From an optimization exercise on the open Yosys and OpenROAD flow, aimed at small area and a short achievable clock period; shortcuts taken in it are not production practice. The RTL was checked by simulation tests, not by an equivalence proof against the original design. Power figures rest on the tool's default switching activity, not on a simulated workload.

### design/flow/design.v
module prim_fifo_sync_cnt #(
  parameter int Depth = 4,
  parameter int Width = 16,
  parameter bit Secure = 1'b0
) (
  input clk_i,
  input rst_ni,
  input clr_i,
  input incr_wptr_i,
  input incr_rptr_i,
  output logic [Width-1:0] wptr_o,
  output logic [Width-1:0] rptr_o,
  output logic err_o
);
  logic wptr_wrap;
  logic [Width-1:0] wptr_wrap_cnt;
  logic rptr_wrap;
  logic [Width-1:0] rptr_wrap_cnt;
  assign wptr_wrap = incr_wptr_i & (wptr_o[Width-2:0] == unsigned'((Width-1)'(Depth-1)));
  assign rptr_wrap = incr_rptr_i & (rptr_o[Width-2:0] == unsigned'((Width-1)'(Depth-1)));
  assign wptr_wrap_cnt = {~wptr_o[Width-1],{(Width-1){1'b0}}};
  assign rptr_wrap_cnt = {~rptr_o[Width-1],{(Width-1){1'b0}}};
  logic unused_secure;
  assign unused_secure = Secure;
  if (1) begin : gen_normal_ptrs
    always_ff @(posedge clk_i or negedge rst_ni) begin
      if (!rst_ni) begin
        wptr_o <= {(Width){1'b0}};
      end else if (clr_i) begin
        wptr_o <= {(Width){1'b0}};
      end else if (wptr_wrap) begin
        wptr_o <= wptr_wrap_cnt;
      end else if (incr_wptr_i) begin
        wptr_o <= wptr_o + {{(Width-1){1'b0}},1'b1};
      end
    end
    always_ff @(posedge clk_i or negedge rst_ni) begin
      if (!rst_ni) begin
        rptr_o <= {(Width){1'b0}};
      end else if (clr_i) begin
        rptr_o <= {(Width){1'b0}};
      end else if (rptr_wrap) begin
         rptr_o <= rptr_wrap_cnt;
      end else if (incr_rptr_i) begin
         rptr_o <= rptr_o + {{(Width-1){1'b0}},1'b1};
      end
    end
    assign err_o = '0;
  end
endmodule  
module prim_fifo_sync #(
  parameter int unsigned Width       = 16,
  parameter bit Pass                 = 1'b1,  
  parameter int unsigned Depth       = 4,
  parameter bit OutputZeroIfEmpty    = 1'b1,  
  parameter bit Secure               = 1'b0,  
  localparam int          DepthW     = ((Depth+1) == 1 ? 1 : $clog2(Depth+1))
) (
  input                   clk_i,
  input                   rst_ni,
  input                   clr_i,
  input                   wvalid_i,
  output                  wready_o,
  input   [Width-1:0]     wdata_i,
  output                  rvalid_o,
  input                   rready_i,
  output  [Width-1:0]     rdata_o,
  output                  full_o,
  output  [DepthW-1:0]    depth_o,
  output                  err_o
);
  if (Depth == 0) begin : gen_passthru_fifo
    assign depth_o = 1'b0;  
    assign rvalid_o = wvalid_i;
    assign rdata_o = wdata_i;
    assign wready_o = rready_i;
    assign full_o = rready_i;
    logic unused_clr;
    assign unused_clr = clr_i;
    assign err_o = 1'b 0;
  end else begin : gen_normal_fifo
    localparam int unsigned PTRV_W    = ((Depth) <= 1 ? 1 : $clog2(Depth));
    localparam int unsigned PTR_WIDTH = PTRV_W+1;
    logic [PTR_WIDTH-1:0] fifo_wptr, fifo_rptr;
    logic                 fifo_incr_wptr, fifo_incr_rptr, fifo_empty;
    logic under_rst;
    always_ff @(posedge clk_i or negedge rst_ni) begin
      if (!rst_ni) begin
        under_rst <= 1'b1;
      end else if (under_rst) begin
        under_rst <= ~under_rst;
      end
    end
    logic  full, empty;
    logic  wptr_msb;
    logic  rptr_msb;
    logic  [PTRV_W-1:0] wptr_value;
    logic  [PTRV_W-1:0] rptr_value;
    assign wptr_msb = fifo_wptr[PTR_WIDTH-1];
    assign rptr_msb = fifo_rptr[PTR_WIDTH-1];
    assign wptr_value = fifo_wptr[0+:PTRV_W];
    assign rptr_value = fifo_rptr[0+:PTRV_W];
    assign depth_o = (full)                 ? DepthW'(Depth) :
                     (wptr_msb == rptr_msb) ? DepthW'(wptr_value) - DepthW'(rptr_value) :
                     (DepthW'(Depth) - DepthW'(rptr_value) + DepthW'(wptr_value)) ;
    assign fifo_incr_wptr = wvalid_i & wready_o & ~under_rst;
    assign fifo_incr_rptr = rvalid_o & rready_i & ~under_rst;
    assign wready_o = ~full & ~under_rst;
    assign full_o   = full;
    assign rvalid_o = ~empty & ~under_rst;
    prim_fifo_sync_cnt #(
      .Width(PTR_WIDTH),
      .Depth(Depth),
      .Secure(Secure)
    ) u_fifo_cnt (
      .clk_i,
      .rst_ni,
      .clr_i,
      .incr_wptr_i(fifo_incr_wptr),
      .incr_rptr_i(fifo_incr_rptr),
      .wptr_o(fifo_wptr),
      .rptr_o(fifo_rptr),
      .err_o
    );
    assign  full       = (fifo_wptr == (fifo_rptr ^ {1'b1,{(PTR_WIDTH-1){1'b0}}}));
    assign  fifo_empty = (fifo_wptr ==  fifo_rptr);
    logic [Width-1:0] storage [Depth];
    logic [Width-1:0] storage_rdata;
    if (Depth == 1) begin : gen_depth_eq1
      assign storage_rdata = storage[0];
      always_ff @(posedge clk_i)
        if (fifo_incr_wptr) begin
          storage[0] <= wdata_i;
        end
    end else begin : gen_depth_gt1
      assign storage_rdata = storage[fifo_rptr[PTR_WIDTH-2:0]];
      always_ff @(posedge clk_i)
        if (fifo_incr_wptr) begin
          storage[fifo_wptr[PTR_WIDTH-2:0]] <= wdata_i;
        end
    end
    logic [Width-1:0] rdata_int;
    if (Pass == 1'b1) begin : gen_pass
      assign rdata_int = (fifo_empty && wvalid_i) ? wdata_i : storage_rdata;
      assign empty = fifo_empty & ~wvalid_i;
    end else begin : gen_nopass
      assign rdata_int = storage_rdata;
      assign empty = fifo_empty;
    end
    if (OutputZeroIfEmpty == 1'b1) begin : gen_output_zero
      assign rdata_o = empty ? 'b0 : rdata_int;
    end else begin : gen_no_output_zero
      assign rdata_o = rdata_int;
    end
  end  
endmodule
module debounce #(
    parameter int unsigned ClkCount = 500
) (
    input logic clk_i,
    input logic rst_ni,
    input  logic btn_i,
    output logic btn_o
);
  logic [$clog2(ClkCount+1)-1:0] cnt_d, cnt_q;
  logic btn_d, btn_q;
  assign btn_o = btn_q;
  always_ff @(posedge clk_i or negedge rst_ni) begin : p_fsm_reg
    if (!rst_ni) begin
      cnt_q <= '0;
      btn_q <= '0;
    end else begin
      cnt_q <= cnt_d;
      btn_q <= btn_d;
    end
  end
  /*verilator lint_off WIDTH*/
  assign btn_d = (cnt_q >= ClkCount) ? btn_i : btn_q;
  /*verilator lint_off WIDTH*/
  assign cnt_d = (btn_i == btn_q || cnt_q >= ClkCount) ? '0 : cnt_q + 1;
endmodule
module gpio #(
  GpiWidth = 8,
  GpoWidth = 16
) (
  input  logic                clk_i,
  input  logic                rst_ni,
  input  logic                device_req_i,
  input  logic [31:0]         device_addr_i,
  input  logic                device_we_i,
  input  logic [ 3:0]         device_be_i,
  input  logic [31:0]         device_wdata_i,
  output logic                device_rvalid_o,
  output logic [31:0]         device_rdata_o,
  input  logic [GpiWidth-1:0] gp_i,
  output logic [GpoWidth-1:0] gp_o
);
  localparam int unsigned GPIO_OUT_REG = 32'h0;
  localparam int unsigned GPIO_IN_REG = 32'h4;
  localparam int unsigned GPIO_IN_DBNC_REG = 32'h8;
  logic [11:0] reg_addr;
  logic [2:0][GpiWidth-1:0] gp_i_q;
  logic [GpiWidth-1:0] gp_i_dbnc;
  logic [GpoWidth-1:0] gp_o_d;
  logic                gp_o_wr_en;
  logic                gp_i_rd_en_d, gp_i_rd_en_q;
  logic                gp_i_dbnc_rd_en_d, gp_i_dbnc_rd_en_q;
  for (genvar i = 0; i < GpiWidth; i++) begin
    debounce #(
      .ClkCount(500)
    ) dbnc (
      .clk_i,
      .rst_ni,  
      .btn_i(gp_i_q[2][i]),
      .btn_o(gp_i_dbnc[i])
    );
  end
  always @(posedge clk_i or negedge rst_ni) begin
    if (!rst_ni) begin
      gp_i_q            <= '0;
      gp_o              <= '0;
      device_rvalid_o   <= '0;
      gp_i_rd_en_q      <= '0;
      gp_i_dbnc_rd_en_q <= '0;
    end else begin
      gp_i_q <= {gp_i_q[1:0], gp_i};
      if (gp_o_wr_en) begin
        gp_o <= gp_o_d;
      end
      device_rvalid_o   <= device_req_i;
      gp_i_rd_en_q      <= gp_i_rd_en_d;
      gp_i_dbnc_rd_en_q <= gp_i_dbnc_rd_en_d;
    end
  end
  for (genvar i_byte = 0; i_byte < 4; ++i_byte) begin : g_gp_o_d;
    if (i_byte * 8 < GpoWidth) begin : g_gp_o_d_inner
      localparam int gpo_byte_end = (i_byte + 1) * 8 <= GpoWidth ? (i_byte + 1) * 8 : GpoWidth;
      assign gp_o_d[gpo_byte_end - 1 : i_byte * 8] =
        device_be_i[i_byte] ? device_wdata_i[gpo_byte_end - 1 : i_byte * 8] :
                              gp_o[gpo_byte_end - 1 : i_byte * 8];
    end
  end
  assign reg_addr = device_addr_i[11:0];
  assign gp_o_wr_en = device_req_i & device_we_i & (reg_addr == GPIO_OUT_REG[11:0]);
  assign gp_i_rd_en_d = device_req_i & ~device_we_i & (reg_addr == GPIO_IN_REG[11:0]);
  assign gp_i_dbnc_rd_en_d = device_req_i & ~device_we_i & (reg_addr == GPIO_IN_DBNC_REG[11:0]);
  always_comb begin
    if (gp_i_dbnc_rd_en_q)
      device_rdata_o = {{(32 - GpiWidth){1'b0}}, gp_i_dbnc};
    else if (gp_i_rd_en_q)
      device_rdata_o = {{(32 - GpiWidth){1'b0}}, gp_i_q[2]};
    else
      device_rdata_o = {{(32 - GpoWidth){1'b0}}, gp_o};
  end
  logic unused_device_addr, unused_device_be, unused_device_wdata;
  assign unused_device_addr = ^device_addr_i[31:10];
  assign unused_device_be = ^device_be_i;
  assign unused_device_wdata = ^device_wdata_i[31:GpoWidth];
endmodule
module pwm #(
  parameter int CtrSize = 8
) (
  input  logic               clk_i,
  input  logic               rst_ni,
  input  logic [CtrSize-1:0] pulse_width_i,
  input  logic [CtrSize-1:0] max_counter_i,
  output logic               modulated_o
);
  logic [CtrSize-1:0] counter;
  always_ff @(posedge clk_i or negedge rst_ni) begin
    if (!rst_ni) begin
      counter     <= 'b0;
      modulated_o <= 'b0;
    end else if (max_counter_i == 0) begin
      counter     <= 'b0;
      modulated_o <= 'b0;
    end else begin
      if (counter < max_counter_i) begin
        counter <= counter + 1;
      end else begin
        counter <= 0;
      end
      if (pulse_width_i > counter) begin
        modulated_o <= 1'b1;
      end else begin
        modulated_o <= 1'b0;
      end
    end
  end
endmodule
module pwm_wrapper #(
  parameter int PwmWidth   = 12,
  parameter int PwmCtrSize = 8,
  parameter int BusWidth   = 32
) (
  input  logic                clk_i,
  input  logic                rst_ni,
  input  logic                device_req_i,
  input  logic [BusWidth-1:0] device_addr_i,
  input  logic                device_we_i,
  input  logic [         3:0] device_be_i,
  input  logic [BusWidth-1:0] device_wdata_i,
  output logic                device_rvalid_o,
  output logic [BusWidth-1:0] device_rdata_o,
  output logic [PwmWidth-1:0] pwm_o
);
  localparam int unsigned AddrWidth = 10;
  localparam int unsigned PwmIdxOffset = $clog2(BusWidth / 8) + 1;
  localparam int unsigned PwmIdxWidth = AddrWidth - PwmIdxOffset;
  for (genvar i = 0; i < PwmWidth; i++) begin : gen_pwm
    logic [PwmCtrSize-1:0] data_d;
    logic [PwmCtrSize-1:0] counter_q;
    logic [PwmCtrSize-1:0] pulse_width_q;
    logic counter_en;
    logic pulse_width_en;
    logic [PwmIdxWidth-1:0] pwm_idx;
    assign pwm_idx = i;
    assign data_d         = device_wdata_i[PwmCtrSize-1:0];  
    assign counter_en     = device_req_i & device_we_i
                                         & (device_addr_i[AddrWidth-1:PwmIdxOffset] == pwm_idx)
                                         & device_addr_i[PwmIdxOffset-1];
    assign pulse_width_en = device_req_i & device_we_i
                                         & (device_addr_i[AddrWidth-1:PwmIdxOffset] == pwm_idx)
                                         & ~device_addr_i[PwmIdxOffset-1];
    always @(posedge clk_i or negedge rst_ni) begin
      if (!rst_ni) begin
        counter_q       <= '0;
        pulse_width_q   <= '0;
      end else begin
        if (counter_en) begin
          counter_q     <= data_d;
        end
        if (pulse_width_en) begin
          pulse_width_q <= data_d;
        end
      end
    end
    pwm #(
      .CtrSize( PwmCtrSize )
    ) u_pwm (
      .clk_i        (clk_i),
      .rst_ni       (rst_ni),
      .pulse_width_i(pulse_width_q),
      .max_counter_i(counter_q),
      .modulated_o  (pwm_o[i])
    );
  end : gen_pwm
  assign device_rdata_o = 32'b0;
  always @(posedge clk_i or negedge rst_ni) begin
    if (!rst_ni) begin
      device_rvalid_o <= 1'b0;
    end else begin
      device_rvalid_o <= device_req_i;
    end
  end
  logic _unused;
  assign _unused = ^device_be_i ^ ^device_wdata_i;
endmodule
module uart #(
  parameter int unsigned ClockFrequency = 50_000_000,
  parameter int unsigned BaudRate = 115_200,
  parameter int unsigned RxFifoDepth = 128,
  parameter int unsigned TxFifoDepth = 128
) (
  input logic         clk_i,
  input logic         rst_ni,
  input  logic        device_req_i,
  /*verilator lint_off UNUSED*/
  input  logic [31:0] device_addr_i,
  input  logic        device_we_i,
  input  logic [3:0]  device_be_i,
  input  logic [31:0] device_wdata_i,
  output logic        device_rvalid_o,
  output logic [31:0] device_rdata_o,
  input  logic        uart_rx_i,
  output logic        uart_irq_o,
  output logic        uart_tx_o
);
  localparam int unsigned ClocksPerBaud = ClockFrequency / BaudRate;
  /*verilator lint_off WIDTH*/
  localparam int unsigned UART_RX_REG = 32'h0;
  /*verilator lint_off WIDTH*/
  localparam int unsigned UART_TX_REG = 32'h4;
  /*verilator lint_off WIDTH*/
  localparam int unsigned UART_STATUS_REG = 32'h8;
  typedef enum logic[1:0] {
    IDLE,
    START,
    PROC,
    STOP
  } uart_state_t;
  logic [31:0] device_rdata_d, device_rdata_q;
  logic        device_rvalid_d, device_rvalid_q;
  logic [11:0] reg_addr;
  logic [$clog2(ClocksPerBaud)-1:0] rx_baud_counter_q, rx_baud_counter_d;
  logic                             rx_baud_tick;
  uart_state_t rx_state_q, rx_state_d;
  logic [2:0]  rx_bit_counter_q, rx_bit_counter_d;
  logic [7:0]  rx_current_byte_q, rx_current_byte_d;
  logic [2:0]  rx_q;
  logic        rx_start, rx_valid;
  logic        rx_fifo_wvalid;
  logic        rx_fifo_rready;
  logic [7:0]  rx_fifo_rdata;
  logic        rx_fifo_rvalid;
  logic        rx_fifo_empty;
  logic [$clog2(ClocksPerBaud)-1:0] tx_baud_counter_q, tx_baud_counter_d;
  logic                             tx_baud_tick;
  logic write_req;
  uart_state_t tx_state_q, tx_state_d;
  logic [2:0]  tx_bit_counter_q, tx_bit_counter_d;
  logic [7:0]  tx_current_byte_q, tx_current_byte_d;
  logic        tx_next_byte;
  logic        tx_fifo_wvalid;
  logic        tx_fifo_rvalid, tx_fifo_rready;
  logic [7:0]  tx_fifo_rdata;
  logic        tx_fifo_full;
  assign reg_addr = device_addr_i[11:0];
  always_comb begin
    device_rdata_d  = '0;
    device_rvalid_d = 1'b0;
    rx_fifo_rready  = 1'b0;
    if (device_req_i) begin
      device_rvalid_d = 1'b1;
      if (device_be_i[0] & ~device_we_i) begin
        case (reg_addr)
          UART_RX_REG: begin
            device_rdata_d = {24'b0, rx_fifo_rdata};
            rx_fifo_rready = 1'b1;
          end
          UART_TX_REG: begin
            device_rdata_d = '0;
          end
          UART_STATUS_REG: begin
            device_rdata_d = {30'b0, tx_fifo_full, rx_fifo_empty};
          end
          default: begin
            device_rdata_d = '0;
          end
        endcase
      end
    end
  end
  always_ff @(posedge clk_i or negedge rst_ni) begin
    if (!rst_ni) begin
      device_rdata_q  <= '0;
      device_rvalid_q <= 1'b0;
    end else begin
      device_rdata_q  <= device_rdata_d;
      device_rvalid_q <= device_rvalid_d;
    end
  end
  assign device_rdata_o  = device_rdata_q;
  assign device_rvalid_o = device_rvalid_q;
  assign rx_fifo_wvalid = rx_baud_tick & rx_valid;
  assign rx_fifo_empty  = ~rx_fifo_rvalid;
  assign rx_baud_counter_d = rx_baud_tick ? '0                                            :
                             rx_start     ? $bits(rx_baud_counter_q)'(ClocksPerBaud >> 1) :
                                            rx_baud_counter_q + 1'b1;
  assign rx_baud_tick      = rx_baud_counter_q == $bits(rx_baud_counter_q)'(ClocksPerBaud - 1);
  prim_fifo_sync #(
    .Width(8),
    .Pass (1'b0),
    .Depth(RxFifoDepth)
  ) u_rx_fifo (
    .clk_i,
    .rst_ni,
    .clr_i (1'b0),
    .wvalid_i(rx_fifo_wvalid),
    .wready_o(),
    .wdata_i (rx_current_byte_q),
    .rvalid_o(rx_fifo_rvalid),
    .rready_i(rx_fifo_rready),
    .rdata_o (rx_fifo_rdata),
    .full_o (),
    .depth_o(),
    .err_o  ()
  );
  assign uart_irq_o = !rx_fifo_empty;
  always_ff @(posedge clk_i or negedge rst_ni) begin
    if (!rst_ni) begin
      rx_q <= '0;
    end else begin
      rx_q <= {rx_q[1:0], uart_rx_i};
    end
  end
  assign rx_start = !rx_q[1] & rx_q[2] & (rx_state_q == IDLE);
  always_ff @(posedge clk_i or negedge rst_ni) begin
    if (!rst_ni) begin
      rx_baud_counter_q <= '0;
    end else begin
      rx_baud_counter_q <= rx_baud_counter_d;
    end
  end
  always_ff @(posedge clk_i or negedge rst_ni) begin
    if (!rst_ni) begin
      rx_state_q        <= IDLE;
      rx_bit_counter_q  <= '0;
      rx_current_byte_q <= '0;
    end else if (rx_start || rx_baud_tick) begin
      rx_state_q        <= rx_state_d;
      rx_bit_counter_q  <= rx_bit_counter_d;
      rx_current_byte_q <= rx_current_byte_d;
    end
  end
  always_comb begin
    rx_valid          = 0;
    rx_bit_counter_d  = rx_bit_counter_q;
    rx_current_byte_d = rx_current_byte_q;
    rx_state_d        = rx_state_q;
    case (rx_state_q)
      IDLE: begin
        if (rx_start) begin
          rx_state_d = START;
        end
      end
      START: begin
        rx_current_byte_d = '0;
        rx_bit_counter_d  = '0;
        if (!rx_q[2]) begin
          rx_state_d = PROC;
        end else begin
          rx_state_d = IDLE;
        end
      end
      PROC: begin
        rx_current_byte_d = {rx_q[2], rx_current_byte_q[7:1]};
        if (rx_bit_counter_q == 3'd7) begin
          rx_state_d = STOP;
        end else begin
          rx_bit_counter_d = rx_bit_counter_q + 3'd1;
        end
      end
      STOP: begin
        if (rx_q[2]) begin
          rx_valid = 1;
        end
        rx_state_d = IDLE;
      end
    endcase
  end
  assign write_req = (device_req_i & device_be_i[0] & device_we_i);
  assign tx_fifo_wvalid = (reg_addr == UART_TX_REG) & write_req;
  assign tx_fifo_rready = tx_baud_tick & tx_next_byte;
  assign tx_baud_counter_d = tx_baud_tick ? '0 : tx_baud_counter_q + 1'b1;
  assign tx_baud_tick      = tx_baud_counter_q == $bits(tx_baud_counter_q)'(ClocksPerBaud - 1);
  prim_fifo_sync #(
    .Width(8),
    .Pass (1'b0),
    .Depth(TxFifoDepth)
  ) u_tx_fifo (
    .clk_i,
    .rst_ni,
    .clr_i   (1'b0),
    .wvalid_i(tx_fifo_wvalid),
    .wready_o(),
    .wdata_i (device_wdata_i[7:0]),
    .rvalid_o(tx_fifo_rvalid),
    .rready_i(tx_fifo_rready),
    .rdata_o (tx_fifo_rdata),
    .full_o (tx_fifo_full),
    .depth_o(),
    .err_o  ()
  );
  always_ff @(posedge clk_i or negedge rst_ni) begin
    if (!rst_ni) begin
      tx_baud_counter_q <= '0;
    end else begin
      tx_baud_counter_q <= tx_baud_counter_d;
    end
  end
  always_ff @(posedge clk_i or negedge rst_ni) begin
    if (!rst_ni) begin
      tx_state_q        <= IDLE;
      tx_bit_counter_q  <= '0;
      tx_current_byte_q <= '0;
    end else if (tx_baud_tick) begin
      tx_state_q        <= tx_state_d;
      tx_bit_counter_q  <= tx_bit_counter_d;
      tx_current_byte_q <= tx_current_byte_d;
    end
  end
  always_comb begin
    uart_tx_o         = 1'b0;
    tx_bit_counter_d  = tx_bit_counter_q;
    tx_current_byte_d = tx_current_byte_q;
    tx_next_byte      = 1'b0;
    tx_state_d        = tx_state_q;
    case (tx_state_q)
      IDLE: begin
        uart_tx_o = 1'b1;
        if (tx_fifo_rvalid) begin
          tx_state_d = START;
        end
      end
      START: begin
        uart_tx_o         = 1'b0;
        tx_state_d        = PROC;
        tx_bit_counter_d  = 3'd0;
        tx_current_byte_d = tx_fifo_rdata;
        tx_next_byte      = 1'b1;
      end
      PROC: begin
        uart_tx_o = tx_current_byte_q[0];
        tx_current_byte_d = {1'b0, tx_current_byte_q[7:1]};
        if (tx_bit_counter_q == 3'd7) begin
          tx_state_d = STOP;
        end else begin
          tx_bit_counter_d = tx_bit_counter_q + 3'd1;
        end
      end
      STOP: begin
        uart_tx_o = 1'b1;
        if (tx_fifo_rvalid) begin
          tx_state_d = START;
        end else begin
          tx_state_d = IDLE;
        end
      end
    endcase
  end
endmodule
module timer #(
  parameter int unsigned DataWidth    = 32,
  parameter int unsigned AddressWidth = 32
) (
  input  logic                    clk_i,
  input  logic                    rst_ni,
  input  logic                    timer_req_i,
  input  logic [AddressWidth-1:0] timer_addr_i,
  input  logic                    timer_we_i,
  input  logic [ DataWidth/8-1:0] timer_be_i,
  input  logic [   DataWidth-1:0] timer_wdata_i,
  output logic                    timer_rvalid_o,
  output logic [   DataWidth-1:0] timer_rdata_o,
  output logic                    timer_err_o,
  output logic                    timer_intr_o
);
  localparam int unsigned TW = 64;
  localparam int unsigned ADDR_OFFSET = 10;  
  localparam bit [9:0] MTIME_LOW = 0;
  localparam bit [9:0] MTIME_HIGH = 4;
  localparam bit [9:0] MTIMECMP_LOW = 8;
  localparam bit [9:0] MTIMECMP_HIGH = 12;
  logic                 timer_we;
  logic                 mtime_we, mtimeh_we;
  logic                 mtimecmp_we, mtimecmph_we;
  logic [DataWidth-1:0] mtime_wdata, mtimeh_wdata;
  logic [DataWidth-1:0] mtimecmp_wdata, mtimecmph_wdata;
  logic [TW-1:0]        mtime_q, mtime_d, mtime_inc;
  logic [TW-1:0]        mtimecmp_q, mtimecmp_d;
  logic                 interrupt_q, interrupt_d;
  logic                 error_q, error_d;
  logic [DataWidth-1:0] rdata_q, rdata_d;
  logic                 rvalid_q;
  assign timer_we = timer_req_i & timer_we_i;
  assign mtime_inc = mtime_q + 64'd1;
  for (genvar b = 0; b < DataWidth / 8; b++) begin : gen_byte_wdata
    assign mtime_wdata[(b*8)+:8]     = timer_be_i[b] ? timer_wdata_i[b*8+:8] :
                                                       mtime_q[(b*8)+:8];
    assign mtimeh_wdata[(b*8)+:8]    = timer_be_i[b] ? timer_wdata_i[b*8+:8] :
                                                       mtime_q[DataWidth+(b*8)+:8];
    assign mtimecmp_wdata[(b*8)+:8]  = timer_be_i[b] ? timer_wdata_i[b*8+:8] :
                                                       mtimecmp_q[(b*8)+:8];
    assign mtimecmph_wdata[(b*8)+:8] = timer_be_i[b] ? timer_wdata_i[b*8+:8] :
                                                       mtimecmp_q[DataWidth+(b*8)+:8];
  end
  assign mtime_we     = timer_we & (timer_addr_i[ADDR_OFFSET-1:0] == MTIME_LOW);
  assign mtimeh_we    = timer_we & (timer_addr_i[ADDR_OFFSET-1:0] == MTIME_HIGH);
  assign mtimecmp_we  = timer_we & (timer_addr_i[ADDR_OFFSET-1:0] == MTIMECMP_LOW);
  assign mtimecmph_we = timer_we & (timer_addr_i[ADDR_OFFSET-1:0] == MTIMECMP_HIGH);
  assign mtime_d    = {(mtimeh_we    ? mtimeh_wdata    : mtime_inc[63:32]),
                       (mtime_we     ? mtime_wdata     : mtime_inc[31:0])};
  assign mtimecmp_d = {(mtimecmph_we ? mtimecmph_wdata : mtimecmp_q[63:32]),
                       (mtimecmp_we  ? mtimecmp_wdata  : mtimecmp_q[31:0])};
  always_ff @(posedge clk_i or negedge rst_ni) begin
    if (~rst_ni) begin
      mtime_q <= 'b0;
    end else begin
      mtime_q <= mtime_d;
    end
  end
  always_ff @(posedge clk_i or negedge rst_ni) begin
    if (~rst_ni) begin
      mtimecmp_q <= 'b0;
    end else if (mtimecmp_we | mtimecmph_we) begin
      mtimecmp_q <= mtimecmp_d;
    end
  end
  assign interrupt_d  = ((mtime_q >= mtimecmp_q) | interrupt_q) & ~(mtimecmp_we | mtimecmph_we);
  always_ff @(posedge clk_i or negedge rst_ni) begin
    if (~rst_ni) begin
      interrupt_q <= 'b0;
    end else begin
      interrupt_q <= interrupt_d;
    end
  end
  assign timer_intr_o = interrupt_q;
  always_comb begin
    rdata_d = 'b0;
    error_d = 1'b0;
    unique case (timer_addr_i[ADDR_OFFSET-1:0])
      MTIME_LOW:     rdata_d = mtime_q[31:0];
      MTIME_HIGH:    rdata_d = mtime_q[63:32];
      MTIMECMP_LOW:  rdata_d = mtimecmp_q[31:0];
      MTIMECMP_HIGH: rdata_d = mtimecmp_q[63:32];
      default: begin
        rdata_d = 'b0;
        error_d = 1'b1;
      end
    endcase
  end
  always_ff @(posedge clk_i) begin
    if (timer_req_i) begin
      rdata_q <= rdata_d;
      error_q <= error_d;
    end
  end
  assign timer_rdata_o = rdata_q;
  always_ff @(posedge clk_i or negedge rst_ni) begin
    if (!rst_ni) begin
      rvalid_q <= 1'b0;
    end else begin
      rvalid_q <= timer_req_i;
    end
  end
  assign timer_rvalid_o = rvalid_q;
  assign timer_err_o    = error_q;
endmodule
module spi_host #(
  parameter int unsigned ClockFrequency = 50_000_000,
  parameter int unsigned BaudRate = 12_500_000,
  parameter bit CPOL = 0,
  parameter bit CPHA = 0
)(
    input clk_i,
    input rst_ni,
    input  logic spi_rx_i,
    output logic spi_tx_o,
    output logic sck_o,
    input  logic start_i,
    input  logic [7:0] byte_data_i,
    output logic [7:0] byte_data_o,
    output logic next_tx_byte_o
  );
  localparam int unsigned ClocksPerBaud = ClockFrequency / BaudRate;
  localparam int unsigned ToggleCount = ClocksPerBaud / 2;
  localparam int unsigned CountWidth = $clog2(ToggleCount);
  typedef enum logic[1:0] {
    IDLE,
    START,
    SEND,
    STOP
  } spi_state_t;
  spi_state_t state_q, state_d;
  logic [CountWidth-1:0] limit, count;
  logic sck, count_at_limit, sck_pos, sck_neg;
  logic sck_en;
  assign sck_en = (state_q == SEND);
  assign limit = CountWidth'(ToggleCount - 1);
  assign count_at_limit = (count >= limit);
  always_ff @(posedge clk_i or negedge rst_ni) begin
    if (!rst_ni) begin
      count <= '0;
      sck <= CPOL;
    end else if (!(sck_en||start_i)) begin
      count <= '0;
      sck <= CPOL;
    end else if (count_at_limit) begin
      count <= '0;
      sck <= ~sck;
    end else begin
      count <= count + 1'b1;
    end
  end
  assign sck_o = sck_en ? sck : CPOL;
  assign sck_pos = count_at_limit && !sck;
  assign sck_neg = count_at_limit && sck;
  logic [2:0] bit_counter_q, bit_counter_d;
  logic [7:0] current_byte_q, current_byte_d, recieved_byte_d, recieved_byte_q;
  always_comb begin
    spi_tx_o       = 1'b1;
    bit_counter_d  = bit_counter_q;
    current_byte_d = current_byte_q;
    next_tx_byte_o = 1'b0;
    state_d        = state_q;
    byte_data_o    = '0;
    case (state_q)
      IDLE: begin
        spi_tx_o = 1'b1;
        if (start_i) begin
          state_d = START;
        end
      end
      START: begin
        state_d        = SEND;
        bit_counter_d  = 3'd7;
        current_byte_d = byte_data_i;
      end
      SEND: begin
        spi_tx_o       = current_byte_q[7];
        current_byte_d = {current_byte_q[6:0], 1'b0};
        if (bit_counter_q == 3'd0) begin
          state_d = STOP;
        end else begin
          bit_counter_d = bit_counter_q - 3'd1;
        end
      end
      STOP: begin
        spi_tx_o       = 1'b1;
        next_tx_byte_o = 1'b1;
        byte_data_o    = recieved_byte_q;
        state_d        = IDLE;
      end
    endcase
  end
  generate
    if (CPHA) begin
      always_ff @(posedge clk_i or negedge rst_ni) begin
        if (!rst_ni) begin
          current_byte_q  <= '0;
          bit_counter_q   <= '0;
          recieved_byte_q <= '0;
          state_q         <= IDLE;
        end else if (sck_pos) begin
          bit_counter_q   <= bit_counter_d;
          recieved_byte_q <= recieved_byte_d;
          state_q         <= state_d;
        end else if (sck_neg) begin
          current_byte_q <= current_byte_d;
          if (state_q == SEND) begin
            recieved_byte_d <= {recieved_byte_q[6:0], spi_rx_i};
          end
        end
      end
    end else begin
      always_ff @(posedge clk_i or negedge rst_ni) begin
        if (!rst_ni) begin
          current_byte_q  <= '0;
          bit_counter_q   <= '0;
          recieved_byte_q <= '0;
          state_q         <= IDLE;
        end else if (sck_pos) begin
          current_byte_q <= current_byte_d;
          if (state_q == SEND) begin
            recieved_byte_d <= {recieved_byte_q[6:0], spi_rx_i};
          end
        end else if (sck_neg) begin
          bit_counter_q   <= bit_counter_d;
          recieved_byte_q <= recieved_byte_d;
          state_q         <= state_d;
        end
      end
    end
  endgenerate
endmodule
module spi_top #(
  parameter int unsigned ClockFrequency = 50_000_000,
  parameter int unsigned BaudRate = 12_500_000,
  parameter int unsigned TxFifoDepth = 127,
  parameter CPOL = 0,
  parameter CPHA = 0
) (
    input logic clk_i,
    input logic rst_ni,
    input  logic        device_req_i,
  /*verilator lint_off UNUSED*/
    input  logic [31:0] device_addr_i,
    input  logic        device_we_i,
  /*verilator lint_off UNUSED*/
    input  logic [3:0]  device_be_i,
  /*verilator lint_off UNUSED*/
    input  logic [31:0] device_wdata_i,
    output logic        device_rvalid_o,
    output logic [31:0] device_rdata_o,
    input  logic spi_rx_i,
    output logic spi_tx_o,
    output logic sck_o,
    output logic [7:0] byte_data_o
  );
  localparam logic [11:0] SPI_TX_REG = 12'h0;
  localparam logic [11:0] SPI_STATUS_REG = 12'h4;
  logic [11:0] reg_addr;
  logic        read_status_q, read_status_d;
  logic next_tx_byte_d, next_tx_byte_q;
  logic       tx_fifo_wvalid;
  logic       tx_fifo_rvalid, tx_fifo_rready;
  logic [7:0] tx_fifo_rdata;
  logic       tx_fifo_full, tx_fifo_empty;
  logic [$clog2(TxFifoDepth+1)-1:0] tx_fifo_depth;
  always @(posedge clk_i or negedge rst_ni) begin
    if (!rst_ni) begin
      next_tx_byte_q <= '0;
      device_rvalid_o <= '0;
    end else begin
      next_tx_byte_q <= next_tx_byte_d;
      device_rvalid_o <= device_req_i;
    end
  end
  assign tx_fifo_rready = next_tx_byte_d && ~next_tx_byte_q;
  assign reg_addr = device_addr_i[11:0];
  assign tx_fifo_empty = (tx_fifo_depth == 0);
  assign tx_fifo_wvalid = (device_req_i & (reg_addr == SPI_TX_REG) & device_we_i);
  assign read_status_d = (device_req_i & (reg_addr == SPI_STATUS_REG) & ~device_we_i);
  always_ff @(posedge clk_i or negedge rst_ni) begin
    if (!rst_ni) begin
      read_status_q  <= 0;
    end else begin
      read_status_q  <= read_status_d;
    end
  end
  assign device_rdata_o = read_status_q ? {30'b0, tx_fifo_empty, tx_fifo_full} : 32'b0;
  prim_fifo_sync #(
    .Width(8),
    .Pass(1'b0),
    .Depth(TxFifoDepth)
  ) u_tx_fifo (
    .clk_i (clk_i),
    .rst_ni,
    .clr_i(1'b0),
    .wvalid_i(tx_fifo_wvalid),  
    .wready_o(),
    .wdata_i(device_wdata_i[7:0]),
    .rvalid_o(tx_fifo_rvalid),
    .rready_i(tx_fifo_rready),  
    .rdata_o(tx_fifo_rdata),
    .full_o(tx_fifo_full),
    .depth_o(tx_fifo_depth),
    .err_o()  
  );
  spi_host #(
    .ClockFrequency(ClockFrequency),
    .BaudRate(BaudRate),
    .CPOL(CPOL),
    .CPHA(CPHA)
  ) u_spi_host (
    .clk_i (clk_i),
    .rst_ni(rst_ni),
    .spi_rx_i(spi_rx_i),  
    .spi_tx_o(spi_tx_o),  
    .sck_o(sck_o),  
    .start_i(tx_fifo_rvalid),  
    .byte_data_i(tx_fifo_rdata),  
    .byte_data_o(byte_data_o),
    .next_tx_byte_o(next_tx_byte_d)  
  );
endmodule
module periph_top (
  input  logic        clk_i,
  input  logic        rst_ni,
  input  logic        req_i,
  input  logic [15:0] addr_i,
  input  logic        we_i,
  input  logic [3:0]  be_i,
  input  logic [31:0] wdata_i,
  output logic        rvalid_o,
  output logic        err_o,
  output logic [31:0] rdata_o,
  input  logic [7:0]  gp_i,
  output logic [15:0] gp_o,
  output logic [11:0] pwm_o,
  input  logic        uart_rx_i,
  output logic        uart_tx_o,
  output logic        uart_irq_o,
  output logic        timer_irq_o,
  input  logic        spi_rx_i,
  output logic        spi_tx_o,
  output logic        spi_sck_o
);
  localparam int NrDevices = 5;
  localparam int Gpio  = 0;
  localparam int Uart  = 1;
  localparam int Timer = 2;
  localparam int Pwm   = 3;
  localparam int Spi   = 4;
  logic [NrDevices-1:0] dev_sel;
  logic [NrDevices-1:0] dev_sel_q;
  logic                 unmapped_q;
  logic [NrDevices-1:0] dev_req;
  logic [NrDevices-1:0] dev_rvalid;
  logic [31:0]          dev_rdata [NrDevices];
  logic                 timer_err;
  logic [31:0]          dev_addr;
  assign dev_addr = {16'b0, addr_i};
  assign dev_sel[Gpio]  = (addr_i[15:12] == 4'h0);
  assign dev_sel[Uart]  = (addr_i[15:12] == 4'h1);
  assign dev_sel[Timer] = (addr_i[15:12] == 4'h2);
  assign dev_sel[Pwm]   = (addr_i[15:12] == 4'h3);
  assign dev_sel[Spi]   = (addr_i[15:10] == 6'b010000);
  assign dev_req = dev_sel & {NrDevices{req_i}};
  always_ff @(posedge clk_i or negedge rst_ni) begin
    if (!rst_ni) begin
      dev_sel_q  <= '0;
      unmapped_q <= 1'b0;
    end else begin
      dev_sel_q  <= dev_req;
      unmapped_q <= req_i & ~|dev_sel;
    end
  end
  always_comb begin
    rdata_o = '0;
    err_o   = unmapped_q;
    for (int d = 0; d < NrDevices; d++) begin
      if (dev_sel_q[d]) begin
        rdata_o = dev_rdata[d];
      end
    end
    if (dev_sel_q[Timer]) begin
      err_o = timer_err;
    end
  end
  assign rvalid_o = |dev_rvalid | unmapped_q;
  gpio #(
    .GpiWidth ( 8  ),
    .GpoWidth ( 16 )
  ) u_gpio (
    .clk_i          (clk_i),
    .rst_ni         (rst_ni),
    .device_req_i   (dev_req[Gpio]),
    .device_addr_i  (dev_addr),
    .device_we_i    (we_i),
    .device_be_i    (be_i),
    .device_wdata_i (wdata_i),
    .device_rvalid_o(dev_rvalid[Gpio]),
    .device_rdata_o (dev_rdata[Gpio]),
    .gp_i           (gp_i),
    .gp_o           (gp_o)
  );
  pwm_wrapper #(
    .PwmWidth   ( 12 ),
    .PwmCtrSize ( 8  ),
    .BusWidth   ( 32 )
  ) u_pwm (
    .clk_i          (clk_i),
    .rst_ni         (rst_ni),
    .device_req_i   (dev_req[Pwm]),
    .device_addr_i  (dev_addr),
    .device_we_i    (we_i),
    .device_be_i    (be_i),
    .device_wdata_i (wdata_i),
    .device_rvalid_o(dev_rvalid[Pwm]),
    .device_rdata_o (dev_rdata[Pwm]),
    .pwm_o          (pwm_o)
  );
  uart #(
    .ClockFrequency ( 50_000_000 ),
    .BaudRate       ( 115_200    ),
    .RxFifoDepth    ( 16         ),
    .TxFifoDepth    ( 16         )
  ) u_uart (
    .clk_i          (clk_i),
    .rst_ni         (rst_ni),
    .device_req_i   (dev_req[Uart]),
    .device_addr_i  (dev_addr),
    .device_we_i    (we_i),
    .device_be_i    (be_i),
    .device_wdata_i (wdata_i),
    .device_rvalid_o(dev_rvalid[Uart]),
    .device_rdata_o (dev_rdata[Uart]),
    .uart_rx_i      (uart_rx_i),
    .uart_irq_o     (uart_irq_o),
    .uart_tx_o      (uart_tx_o)
  );
  timer #(
    .DataWidth    ( 32 ),
    .AddressWidth ( 32 )
  ) u_timer (
    .clk_i         (clk_i),
    .rst_ni        (rst_ni),
    .timer_req_i   (dev_req[Timer]),
    .timer_we_i    (we_i),
    .timer_be_i    (be_i),
    .timer_addr_i  (dev_addr),
    .timer_wdata_i (wdata_i),
    .timer_rvalid_o(dev_rvalid[Timer]),
    .timer_rdata_o (dev_rdata[Timer]),
    .timer_err_o   (timer_err),
    .timer_intr_o  (timer_irq_o)
  );
  spi_top #(
    .ClockFrequency ( 50_000_000 ),
    .BaudRate       ( 12_500_000 ),
    .TxFifoDepth    ( 16         ),
    .CPOL           ( 0          ),
    .CPHA           ( 1          )
  ) u_spi (
    .clk_i          (clk_i),
    .rst_ni         (rst_ni),
    .device_req_i   (dev_req[Spi]),
    .device_addr_i  (dev_addr),
    .device_we_i    (we_i),
    .device_be_i    (be_i),
    .device_wdata_i (wdata_i),
    .device_rvalid_o(dev_rvalid[Spi]),
    .device_rdata_o (dev_rdata[Spi]),
    .spi_rx_i       (spi_rx_i),
    .spi_tx_o       (spi_tx_o),
    .sck_o          (spi_sck_o),
    .byte_data_o    ()
  );
endmodule
### design/flow/run.sh
#!/bin/bash
# synth_recipe.tcl (not shown) runs the flow's synth.tcl, then flattens the netlist and writes it again
# the make line also repeats each setting of config.mk as NAME=value (left out here)
make -C /OpenROAD-flow-scripts/flow DESIGN_CONFIG=/design/flow/config.mk WORK_HOME=/design/flow/orfs CLKGATE_MAP_FILE= SYNTH_SCRIPT=/design/flow/synth_recipe.tcl finish
### design/flow/config.mk
export PLATFORM = sky130hd
export DESIGN_NAME = periph_top
export DESIGN_NICKNAME = periph_top
export VERILOG_FILES = /design/flow/design.v
export SDC_FILE = /design/flow/constraint.sdc
export NUM_CORES = 4
export LEC_CHECK = 0
export CAP_MARGIN = 20
export CORE_MARGIN = 2
export CORE_UTILIZATION = 40
export SLEW_MARGIN = 20
### design/flow/constraint.sdc
create_clock -name core_clock -period 5.0 [get_ports {clk_i}]
set_input_delay 1.0000 -clock core_clock [delete_from_list [all_inputs] [get_ports {clk_i}]]
set_output_delay 1.0000 -clock core_clock [all_outputs]
set_load 0.01 [all_outputs]
==> run notes <==
status: no timing/DRC/antenna violations
Area Growth Syn to Fin: 14.7%
Max clock buf depth: 3
Setup crit end kind: primary output
Post-Synthesis Cell Area: 51900 um2
worst path cell trace: inv_1 > ha_1 > inv_1 > fa_1 > nand4b_1 > o32ai_1 > clkdlybuf4s50_1
setup violators final: 0
die height: 364 um
post_cts resized: 0
kind of critical path: flop to primary output
pin slew with the least headroom to its limit: 1070 ps
Max Clock Freq: 220 MHz
number of DRC markers in iteration 0: 2579
post-synthesis compound-gate area fraction: 6.97%
gp weighted congestion: 0.853
area share of the largest cell type after synthesis: 31.8%
Setup Buffers After CTS: 0
Mapped Avg Cell Area: 12.4 um2
CTS clk-pin slew, worst paths: 60 ps
HPWL Detailed: 82500 um
fin nets: 4749
slowest stage cell on the critical path: o32ai_1
Synth Area in Adders: 7.71%
DRT Pass-1 Iters: 7
synthesized net count: 4559
synth warn: 12
Core Area: 129000 um2
Starting Density: 40.2%
critical path arrival: 3540 ps
Top FF cell, synth: dfrtp_1
setup_tns: 0 ps
Clock Sinks: 1077
RSZ-0062 raised after global routing: false
die width: 364 um
routed vias: 32800
worst-skew pair later-pin latency: 760 ps
Pwr Density: 338 nW/um2
CTS tree: built
largest family of logic cells by synthesized area: multiplexers
max_slew headroom: 28.7%
Worst EP required: 4000 ps
die area: 133000 um2
final worst setup slack: 459 ps
H-tree depth: 3
MaxCap Viol Count: 0
Post-synth EDFFs: 417
simple-gate share of the synthesized area: 11.1%
Tcrit/Tclk final: 90.8%
Final Max Slew Viols: 0
Global Route Usage Sum: 18.6%
Routed WL per cell: 19.6 um
antenna-violating nets left: 0
final hold violations: 0
initial antenna violation count: 11
count of cell types in the netlist: 85
Yosys reg bits: 1077
leakage power total: 24.5 nW
area leader, netlist: dfrtp_1
DRC viols: 0
top post-synthesis cells by area: dfrtp_1, edfxtp_1, ha_1
Hold Crit Class: input pin to async pin
startpoint types: flop
hold buffers post-CTS: 0
share of layout cells above drive strength 1: 16.7%
largest net degree at the start of global routing: 126
post-synthesis mux area share: 11.8%
final wirelength: 122000 um
FFs w/ async S/R, synth: 61.3%
Final Core Density: 46.0%
port bufs: 131
global-route wire length before repair: 193000 um
worst reg2reg endpoint: u_uart.u_tx_fifo.gen_normal_fifo.storage[11][5]$_DFFE_PP_
cell mode on critical path: inv_1
final clock skew: 69.9 ps
Core Rows: 132
Num CTS Buffers: 117
worst vdd ir: 0.308 mV
pre-CTS setup slack: 623 ps
CTS Root Cell: clkbuf_16
cells on worst reg2reg path: 7
Max stage delay on crit path: 690 ps
vias in the first global route: 33000
Worst Path Max Fanout: 5
vias per cell: 5.28
R2R Setup Slk: 1450 ps
Ports: 133
grt ovf: 0
Final min period: 4540 ps
Cells after Synth: 4174
Seq/Total Area, Yosys: 56.0%
XOR/XNOR share of the synthesized area: 2.82%
## report_power, final
group,internal (mW),switching [mW]
sequential,9.37,0.217
clock,5.18,3.76
combinational,0.683,0.900
total,15.2,4.88
## layout by cell type (no fill, tap or decap), types with 44 or more instances in the layout
cell	count
mux4_2	120
mux2_2	269
edfxtp_1	417
a21oi_1	128
inv_1	327
and3_1	67
nand2_1	233
nor2_1	361
nor3_1	46
a21o_1	44
clkdlybuf4s50_1	121
o21ai_0	159
nand4_1	58
xnor2_1	125
nand3_1	141
buf_4	79
dfrtp_1	656
ha_1	318
clkbuf_16	120
## per-stage QoR
stage	cells	power [mW]	hold WS [ps]	cell area [um2]
after floorplan	4174	10.7	331	51900
after global placement	5987	11.3	333	55400
after detailed placement	5987	11.4	335	55400
after CTS	6210	20.4	254	59500
after global routing	6211	20.9	299	59500
final	6212	20.1	284	59500
## worst max-delay path by stage
stage | start | end | slack, ps | depth (start not counted)
after CTS | flop | rdata_o[1] | 400 | 7
after global placement | req_i | u_uart.u_tx_fifo.gen_normal_fifo.storage[11][3]$_DFFE_PP_ | 700 | 8
after global routing | flop | rdata_o[1] | 390 | 7
after floorplan | addr_i[15] | u_uart.u_tx_fifo.gen_normal_fifo.storage[3][0]$_DFFE_PP_ | 1370 | 6
after detailed placement | req_i | u_uart.u_tx_fifo.gen_normal_fifo.storage[11][3]$_DFFE_PP_ | 620 | 8
final | flop | rdata_o[1] | 460 | 7
## cells by family (layout without fill, tap and decap cells)
group,after synthesis,count (layout)
xor+xnor,167,167
flops,1077,1077
mux,430,430
simple gates,1156,1156
other cells,1,3
fa+ha+maj,319,319
buf+inv,468,762
compound gates,556,556
## synth_stat cells (all sizes together) (16+ instances only)
cell type,n
nor2b,26
a21oi,128
nand4,61
clkbuf,93
buf,47
o21ai,160
nor4,31
and2,36
ha,318
or4,17
o21a,24
edfxtp,417
o221ai,32
nand3,142
nand2b,42
mux2,269
mux4,120
and3,67
nand2,247
nor2,375
inv,328
dfrtp,659
a21o,44
xor2,42
nor3,57
a211oi,30
o211ai,16
xnor2,125
mux2i,41
a22oi,17
## state kept, by name (all words and copies together), names as in the netlist, 64 cells and up, named ones only
signal / flops
u_spi.u_tx_fifo.gen_normal_fifo.storage: 128
u_uart.u_rx_fifo.gen_normal_fifo.storage: 128
u_uart.u_tx_fifo.gen_normal_fifo.storage: 128
u_pwm.gen_pwm.counter_q: 96
u_pwm.gen_pwm.pulse_width_q: 96
u_pwm.gen_pwm.u_pwm.counter: 96
u_gpio.genblk1.dbnc.cnt_q: 72
u_timer.mtime_q: 64
u_timer.mtimecmp_q: 64
## final cells by class
cell class / instances / area [um2]
clock buffer: 148 / 3230
inverter: 328 / 1230
clock inverter: 75 / 830
tap: 1742 / 2180
antenna: 2 / 5.00
sequential: 1077 / 29000
fill: 11700 / 69700
timing repair buffer: 211 / 1940
multi-input combinational: 2629 / 21000
## worst max-delay path: cells and delay by family, from the launching register on
kind	cells	cell delay (ps)
buffers and inverters	3	880
DFF	1	410
AOI/OAI and AO/OA	1	690
and+or+nand+nor	1	180
adders and majority gates	2	630
## per-layer routing
layer / part of all wire [%] / track usage, %
met2: 47 / 29.9
met3: 5.0 / 2.98
met1: 46 / 26.0
met4: 2.6 / 5.56
met5: 0.061 / 0

afterwards: timing with drivers on the ports:
Ports are ideal in the flow. The routed layout listed here was re-timed in OpenROAD.
Step 1 (the two cells are an assumption about what drives the block):
set clk [get_ports {clk_i}]
set_driving_cell -lib_cell sky130_fd_sc_hd__clkbuf_16 $clk
set_driving_cell -lib_cell sky130_fd_sc_hd__buf_2 [delete_from_list [all_inputs] $clk]
Step 2 times the ports against the registers' clock, not the clock port: input delays grow and output delays shrink by t, the midpoint of the rising clock arrivals with the driver on.
a / b / c = no drivers / after step 1 / after step 2; a / b = the first two.
t (ns): 0.798
setup slack, ns: 0.459 / 0.384 / 0.571
clock arrival spread, ns: 0.075 / 0.075
worst data-port slew with drivers (ns): 0.18
pins driven straight from the clock port: 1
After both steps this run still meets setup and hold. The setup slack of this run moves by -0.075 ns with the drivers and by +0.112 ns with both steps.
